This is an optimization exercise on Yosys and OpenROAD, whose aim is small area, a short achievable clock period and few clock cycles, not a production implementation. Where RTL was checked, it was by simulation tests only, not by an equivalence proof against the original. Only the layout flow was run in run 2; the RTL was not checked for function there.

[design/flow/design.v]
module SequentialMultiplier(clock, reset, multiplicand, multiplier, product, ready, start);
    parameter N = 32;
    input clock;
    input reset;
    input [N-1:0] multiplicand, multiplier;
    output [2*N-1:0] product;
    output ready;
    input start;
    logic add_enable, load, shift, lsb, done, increment, counter_reset;
    DataPath #(N) datapath (clock, reset, start, add_enable, load, shift, increment, counter_reset, multiplicand, multiplier, product, lsb, done);
    FSM #(N) fsm (clock, reset, start, lsb, done, ready, add_enable, load, shift, increment, counter_reset);
endmodule
module DataPath (clock, reset, start, add_enable, load, shift, increment, counter_reset, multiplicand, multiplier, product, lsb, done);
    parameter N = 4;
    input logic clock;
    input logic reset;
    input logic start;
    input logic add_enable;
    input logic load;
    input logic shift;
    input logic increment;
    input logic counter_reset;
    input logic [N-1:0] multiplicand;
    input logic [N-1:0] multiplier;
    output logic [2*N-1:0] product;
    output logic lsb;
    output logic done;
    logic [N-1:0] m_register;
    logic [2*N-1:0] ph_pl_register;
    logic [$clog2(N)-1:0] counter_reg;
    logic adder_carry;
    logic [N-1:0] sum;
    assign done = (counter_reg == N-1);
    assign lsb = ph_pl_register[0];
    assign product = ph_pl_register;
    always_comb begin
        {adder_carry, sum} = add_enable ? (m_register + ph_pl_register[2*N-1:N]) : {1'b0, ph_pl_register[2*N-1:N]};
    end
    always_ff @(posedge clock or posedge reset) begin
        if (reset) begin
            m_register <= '0;
            ph_pl_register <= '0;
        end
        else if (load) begin
            m_register <= multiplicand;
            ph_pl_register <= {{N{1'b0}}, multiplier};
        end
        else if (shift) begin
            ph_pl_register <= {adder_carry, sum, ph_pl_register[N-1:0]} >> 1;
        end
    end
    always_ff @(posedge clock or posedge reset) begin
        if (reset)
            counter_reg <= '0;
        else if (increment)
            counter_reg <= counter_reg + 1'b1;
        else if (counter_reset)
            counter_reg <= '0;
    end
endmodule
module FSM(clock, reset, start, lsb, done, ready, add_enable, load, shift, increment, counter_reset);
    parameter N = 4;
    input logic clock;
    input logic reset;
    input logic start;
    input logic lsb;
    input logic done;
    output logic ready;
    output logic add_enable;
    output logic load;
    output logic shift;
    output logic increment;
    output logic counter_reset;
    typedef enum logic [1:0] {
        INIT = 2'b01,  
        EVAL = 2'b10   
    } state_t;
    state_t current_state, next_state;
    always_ff @(posedge clock or posedge reset) begin
        if (reset)
            current_state <= INIT;
        else
            current_state <= next_state;
    end
    always_comb begin
        next_state = current_state;  
        case (current_state)
            INIT: if (start) next_state = EVAL;
            EVAL: if (done) next_state = INIT;
        endcase
    end
    always_comb begin
        {ready, add_enable, load, shift, increment, counter_reset} = '0;
        case (current_state)
            INIT: { ready, load, counter_reset } = { ~reset, start, start };
            EVAL: { add_enable, shift, increment } = { lsb, '1, '1 };
        endcase
    end
endmodule
[design/flow/constraint.sdc]
create_clock -name core_clock -period 4.0 [get_ports {clock}]
set_input_delay 0.8000 -clock core_clock [delete_from_list [all_inputs] [get_ports {clock}]]
set_output_delay 0.8000 -clock core_clock [all_outputs]
set_load 0.01 [all_outputs]
[design/flow/run.sh]
#!/bin/bash
# synth_recipe.tcl (not shown) runs the flow's synth.tcl, then flattens the netlist and writes it again
# the make line also repeats each setting of config.mk as NAME=value (left out here)
make -C /OpenROAD-flow-scripts/flow DESIGN_CONFIG=/design/flow/config.mk WORK_HOME=/design/flow/orfs CLKGATE_MAP_FILE= SYNTH_SCRIPT=/design/flow/synth_recipe.tcl finish
[design/flow/config.mk]
export PLATFORM = sky130hd
export DESIGN_NAME = SequentialMultiplier
export DESIGN_NICKNAME = SequentialMultiplier
export VERILOG_FILES = /design/flow/design.v
export SDC_FILE = /design/flow/constraint.sdc
export NUM_CORES = 4
export LEC_CHECK = 0
export CAP_MARGIN = 20
export CORE_MARGIN = 2
export CORE_UTILIZATION = 40
export SLEW_MARGIN = 20
==> results of run 1 <==
==> kinds of logic after synthesis <==
family | share of synthesized area, %
xor gates and xnor gates | 3.881
and+or+nand+nor | 18.42
DFF | 42.32
muxes | 2.320
AOI/OAI and AO/OA | 21.52
buffers and inverters | 4.230
adders and majority gates | 7.310
==> worst paths after layout <==
| path | endpoint | slack [ns] |
|---|---|---|
| min in group asynchronous | datapath.ph_pl_register[2] | 0.88 |
| setup / recovery | datapath.ph_pl_register[59] | 1.00 |
| hold reg to reg | datapath.m_register[0] | 0.48 |
| max in group asynchronous | datapath.ph_pl_register[37] | 2.08 |
| setup reg to reg | datapath.ph_pl_register[59] | 1.00 |
| hold / removal | datapath.m_register[0] | 0.48 |
==> metal layers <==
metal / part of all wire (%) / up-vias
li1: - / 2662
met1: 46 / 2632
met2: 47 / 140
met3: 6.1 / 13
met4: 0.96 / 0
met5: 0 / -
==> worst register-to-register path: stages (launching register included) <==
cell and delay, ns:
dfrtp_1 0.41, ha_1 0.25, fa_1 0.42, a21o_1 0.22, a221oi_2 0.38, o31a_1 0.30, nand3_1 0.13, a311o_1 0.33
a21oi_2 0.18, xor2_1 0.16, o21ai_1 0.07
==> stage by stage <==
step           instances  area, sq um  utilization, %
2_1_floorplan        692         6097               -
3_3_place_gp         980         7503           49.91
3_5_place_dp         980         7503           49.91
4_1_cts              996         7820           52.02
5_1_grt              996         7824           52.04
6_report             996         7824           52.04
==> final cells by class <==
type	instances	area, sq um	area share, %
repair buffers	140	1383	17.67
well taps	188	235.2	3.007
clock inverters	5	63.81	0.8156
clock buffers	11	252.7	3.230
inverters	9	37.54	0.4798
flip-flops and latches	103	2579	32.96
multi-input cells	540	3273	41.84
==> placed cells by master, fill, tap and decap left out, types with 3 or more instances in the layout <==
cell and n:
ha_1 34, and3_1 3, clkdlybuf4s50_1 131, o211ai_1 3, mux2i_1 13, a31oi_1 5, o21a_1 5, nand3_1 20
buf_4 8, o21ai_0 42, dfrtp_1 102, a211oi_1 8, a22oi_1 48, inv_1 8, clkbuf_16 9, nand4_1 6
o21bai_1 5, a21oi_1 38, xor2_1 7, a21o_1 14, nor2_1 16, nor2b_1 7, o21ai_1 11, nand2_1 192
xnor2_1 20, nor3_1 6
==> run summary, run 1 <==
Hold Buf Count CTS 0; die width 127.4 um; met3 Use GR 6.156%; Gates resized, CTS repair 0; clock skew 0.01172 ns; cell count along the critical path 10; layout cells sized above 1 5.074%; Yosys warning count 2; CTS root buffer clkbuf_16; sequential share of the synthesized area 42.32%; grt ovf 0; vias in the first global route 5458; CP required 4.22 ns; GRT met2 Usage 34.13%; slowest CP cell fa_1; slowest stage delay, CP 0.42 ns; WL final 16.45 mm; Syn-to-layout area delta 28.40%; Slew headroom 47.60%; Clock Sinks 103; total number of H-tree levels 3; maximum clock insertion buffer count 2; ant diodes 0; slack of the critical path 1.003 ns; min-delay src datapath.m_register[0]; All-Layer GR Usage 20.96%; post-CTS setup buffer count 0; critical path cell sequence ha_1, fa_1, a21o_1, a221oi_2, o31a_1, nand3_1, a311o_1, a21oi_2, xor2_1, o21ai_1; total CTS buffers 9; Post-DP HPWL 11.34 mm; Initial Util 40.53%; syn nets 794; cell row count 45; max FFs per register 64; placer congestion estimate 0.8929; Setup Crit Path Kind register to register; Cell Area, Synth 6093 sq um; Hold Violations, Final 0; FF+latch count, synth 103; Max Slew Vio Count 0; R2R cell count 10; number of distinct library cells after synthesis 62; Buffers & Inverters on Critical Path 0; GR peak layer met2; most common cell in the netlist nand2_1; core area 15030 sq um; # Max-Cap Violations 0; WL/cell 16.52 um; Worst setup SP type register; Async SR Flop Fraction 100.0%; period utilisation layout 74.93%; Worst Tran Pin Value 0.7842 ns; met1 track demand over resource 27.87%; RSZ-0062 raised after global routing false; setup TNS 0 ns; FF-to-FF Start datapath.ph_pl_register[32]; hold path cells 2; count of final setup violators 0; initial DRC count 387; largest net degree at the start of global routing 82; filler cell count 1387; crit path capture type register; Final #Nets 905; Hold WS 0.4818 ns; later-pin clock latency in the skew report 0.36 ns; post-route minimum period 2.997 ns; Vias/cell 5.469; Pre-antenna DRT Iters 4; crit path from datapath.ph_pl_register[32]; status complete, no violations; die area 16240 sq um; total vias in the final route 5447; Synth Flop Type dfrtp_1; number of flops mapped to enable cells by yosys 0; number of I/O port buffers 131; Worst Path Arrival 3.21 ns; Post-synth top cells 192 x nand2_1, 102 x dfrtp_1, 48 x a22oi_1; post-synth top area cell dfrtp_1; die height 127.4 um; cell family with most CP delay compound AO/OA/AOI/OAI gates; syn avg cell area 8.805 sq um; synth top area cells dfrtp_1 42%, nand2_1 12%, ha_1 7.0%; clock-pin slew on the worst setup and hold paths 0.07 ns; antenna violations before repair 0; first-pass GRT wire length 27.30 mm; CP max FO 4; top cell type's share of synthesized area 41.89%; Place WS 1.028 ns; TritonCTS clock tree done; worst hold-check path type register to register; number of I/O pins 132; Detail Route Antenna Nets 0; DRC violations left 0; Max Freq 0.3336 GHz; Syn Inst Count 692
Testbench counts, summed over its fixed seeds: cycles 158,408.
==> run 2: changes to the inputs <==
==> design/flow/design.v (replaced) <==
module SequentialMultiplier(clock, reset, multiplicand, multiplier, product, ready, start);
    parameter N = 32;
    localparam K = 8;
    localparam C = N / K;
    input clock;
    input reset;
    input [N-1:0] multiplicand, multiplier;
    output [2*N-1:0] product;
    output ready;
    input start;
    logic busy;
    logic [$clog2(C)-1:0] count;
    logic [N-1:0] m_register;
    logic [2*N-1:0] ph_pl_register;
    wire go = start & ~busy;
    assign ready = ~busy;
    assign product = ph_pl_register;
    wire [N-1:0]   op_a = busy ? m_register : multiplicand;
    wire [K-1:0]   op_b = busy ? ph_pl_register[K-1:0] : multiplier[K-1:0];
    wire [N-1:0]   acc  = busy ? ph_pl_register[2*N-1:N] : '0;
    wire [N-K-1:0] low  = busy ? ph_pl_register[N-1:K] : multiplier[N-1:K];
    wire [N+K-1:0] sum  = acc + op_a * op_b;
    always_ff @(posedge clock) begin
        if (go)
            m_register <= multiplicand;
        if (go | busy)
            ph_pl_register <= {sum, low};
    end
    always_ff @(posedge clock or posedge reset) begin
        if (reset) begin
            busy <= 1'b0;
            count <= '0;
        end else if (go) begin
            busy <= 1'b1;
            count <= '0;
        end else if (busy) begin
            count <= count + 1'b1;
            if (count == C - 2)
                busy <= 1'b0;
        end
    end
endmodule
==> run 2 against run 1 <==
Net effect:
- sequential share of layout area decreased by 17 points
- count of clock-buffer cells in the layout decreased by 2
- register-to-register slack worse by 2.8 ns
- largest cell class unchanged
- the layout now fails its checks (setup timing)
- synthesized cell count is 83% higher
==> run summary, run 2 <==
Post-DP HPWL 28.79 mm; crit path to ph_pl_register[59]; number of I/O pins 132; Pre-antenna DRT Iters 5; Initial Util 40.76%; critical path cell sequence clkdlybuf4s50_1, mux2i_4, buf_4, nor2_1, fa_1, fa_1, fa_1, inv_1, fa_1, inv_2, ha_4, a21o_1, or3_1, o211ai_1, buf_4, o21ai_4, a41oi_4, o31a_1, o21ai_1, xor2_1; clock skew 0.01877 ns; WL/cell 17.65 um; Async SR Flop Fraction 3.030%; Vias/cell 4.957; All-Layer GR Usage 23.40%; Slew headroom 54.01%; number of distinct library cells after synthesis 51; top cell type's share of synthesized area 33.87%; Syn-to-layout area delta 47.24%; first-pass GRT wire length 59.42 mm; worst hold-check path type register to register; DRC violations left 0; largest net degree at the start of global routing 46; initial DRC count 498; syn avg cell area 9.891 sq um; slowest stage delay, CP 0.54 ns; Reg2Reg Setup Slack -1.76 ns; grt ovf 0; core area 30750 sq um; R2R cell count 20; Worst Path Arrival 5.92 ns; syn nets 1607; Final #Nets 2020; clock-pin slew on the worst setup and hold paths 0.08 ns; cell row count 64; later-pin clock latency in the skew report 0.39 ns; FF-to-FF Start busy; period utilisation layout 144.4%; sequential share of the synthesized area 23.60%; antenna violations before repair 1; total CTS buffers 9; most frequent CP cell fa_1; WL final 36.74 mm; post-route minimum period 5.775 ns; Place WS -2.291 ns; commonest non-fill, non-tap cell in the layout buf_4; Finished Core Util 60.01%; Max Slew Vio Count 0; placer congestion estimate 0.8842; Clock Sinks 99; RSZ-0062 raised after global routing true; Worst Tran Pin Value 0.6884 ns; vias in the first global route 11246; Synth Flop Type edfxtp_1; CTS root buffer clkbuf_16; CP required 4.14 ns; Hold Buf Count CTS 0; Failed Checks setup timing; most common cell in the netlist inv_1; total number of H-tree levels 3; max FFs per register 64; Post-synth top cells 265 x inv_1, 212 x fa_1, 183 x nor2_1; status failed layout checks; # Max-Cap Violations 0; CP max FO 3; Yosys warning count 1; slowest CP cell clkdlybuf4s50_1; layout cells sized above 1 32.78%; Max Freq 0.1731 GHz; filler cell count 2495; Worst setup SP type input port; total vias in the final route 10316; maximum clock insertion buffer count 2; Syn Inst Count 1267; Worst R2R End ph_pl_register[59]; Cell Area, Synth 12530 sq um; crit path from multiplicand[4]; die width 181 um; number of flops mapped to enable cells by yosys 96; Hold Violations, Final 0; most frequent cells in the layout 256 x buf_4, 246 x inv_1, 205 x fa_1; number of I/O port buffers 131; FF+latch count, synth 99; Detail Route Antenna Nets 0; die area 32760 sq um; Top reg by flops ph_pl_register; die height 181 um; min-delay src count[0]; post-synth top area cell fa_1; count of final setup violators 36; crit path capture type register; TritonCTS clock tree done; synth top area cells fa_1 34%, edfxtp_1 23%, inv_1 7.9%; Setup Crit Path Kind input port to register; slack of the critical path -1.775 ns
run 2: changes by cell type after synthesis, sizes merged, moves of 15 or more:
cell and change:
nand2 -80, clkbuf +15, edfxtp +96, fa +211
nor2 +165, mux2i +23, o21ai -35, nand2b +28
a22oi -48, dfrtp -99, ha +27, inv +256
mux2 +38
run 2: worst min path at each step:
stage,to,slack (ns),cells past startpoint
floorplan,count[0],0.45,1
global placement,count[0],0.46,1
detailed placement,count[0],0.47,1
CTS,count[0],0.48,1
global route,count[0],0.51,1
finish,count[0],0.48,1
run 2: per-stage QoR:
step                cell area (sq um)  setup TNS (ns)  cells  hold slack, ns
floorplan                       13010          -38.54   1267          0.4510
global placement                16660          -63.50   2012          0.4613
detailed placement              16660          -64.93   2012          0.4707
CTS                             17990          -46.55   2068          0.4802
global route                    18450          -53.19   2081          0.5082
finish                          18450          -48.17   2081          0.4776
run 2: final cells by class:
class                           instances  area (sq um)  area share (%)
Clock inverter                          6         56.30          0.3051
Tap cell                              396         495.5           2.685
Multi-Input combinational cell        857          9484           51.40
Inverter                              265          1002           5.431
Clock buffer                            9         225.2           1.221
Antenna cell                            1         2.502         0.01356
Timing Repair Buffer                  448          4225           22.90
Sequential cell                        99          2962           16.05
run 2: cell families (layout without fill, tap and decap cells):
family	count (synthesis)	in the layout	synth area share (%)
compound gates	108	108	6.011
xor+xnor	33	33	2.306
fa+ha+maj	273	273	39.96
buf+inv	311	728	9.375
flops	99	99	23.60
mux	75	75	6.380
other cells	0	1	0
simple gates	368	368	12.37
run 2: timing repair:
action,4_1_cts,5_1_grt
setup buffers,38,15
setup endpoints to repair,36,36
pin swaps,72,45
gates cloned,5,0
gates resized for setup,135,88
run 2: critical path, delay by kind of cell:
family | cells | cell delay, ns
adders and majority gates | 5 | 2.25
xor gates and xnor gates | 1 | 0.14
and+or+nand+nor | 2 | 0.43
muxes | 1 | 0.09
buffers and inverters | 5 | 0.98
AOI/OAI and AO/OA | 6 | 1.20
run 2: per-layer routing:
layer  global-route usage (%)  part of all wire [%]
met1                    30.71                    43
met2                    40.06                    50
met3                    3.810                   4.6
met4                    6.862                   3.0
met5                        0                     0

-- port drivers added, routing unchanged --
No port has a modelled driver above. Below, the same layouts with a new extraction and two added sets of constraints. Step 1: set_driving_cell puts a clkbuf_16 on clock and a buf_2 on each other input, an assumption about the parent block. Step 2 moves the port delays by t, midway between the first and last clock arrival at a register: inputs arrive t later, outputs are due t later. That takes back most of the time a late clock gives input paths. Slacks: no drivers / after step 1 / after step 2; pairs: no drivers / after step 1.
run | shift t [ns] | setup slack, ns | latest minus earliest clock arrival (ns) | worst data-port slew with drivers (ns)
run 1 | 0.394 | 1.003 / 1.003 / 1.003 | 0.012 / 0.012 | 0.05
run 2 | 0.427 | -1.775 / -1.794 / -2.222 | 0.019 / 0.019 | 0.07
The setup slack of run 2, which loses most, moves by -0.019 ns with the drivers and by -0.447 ns with both steps.
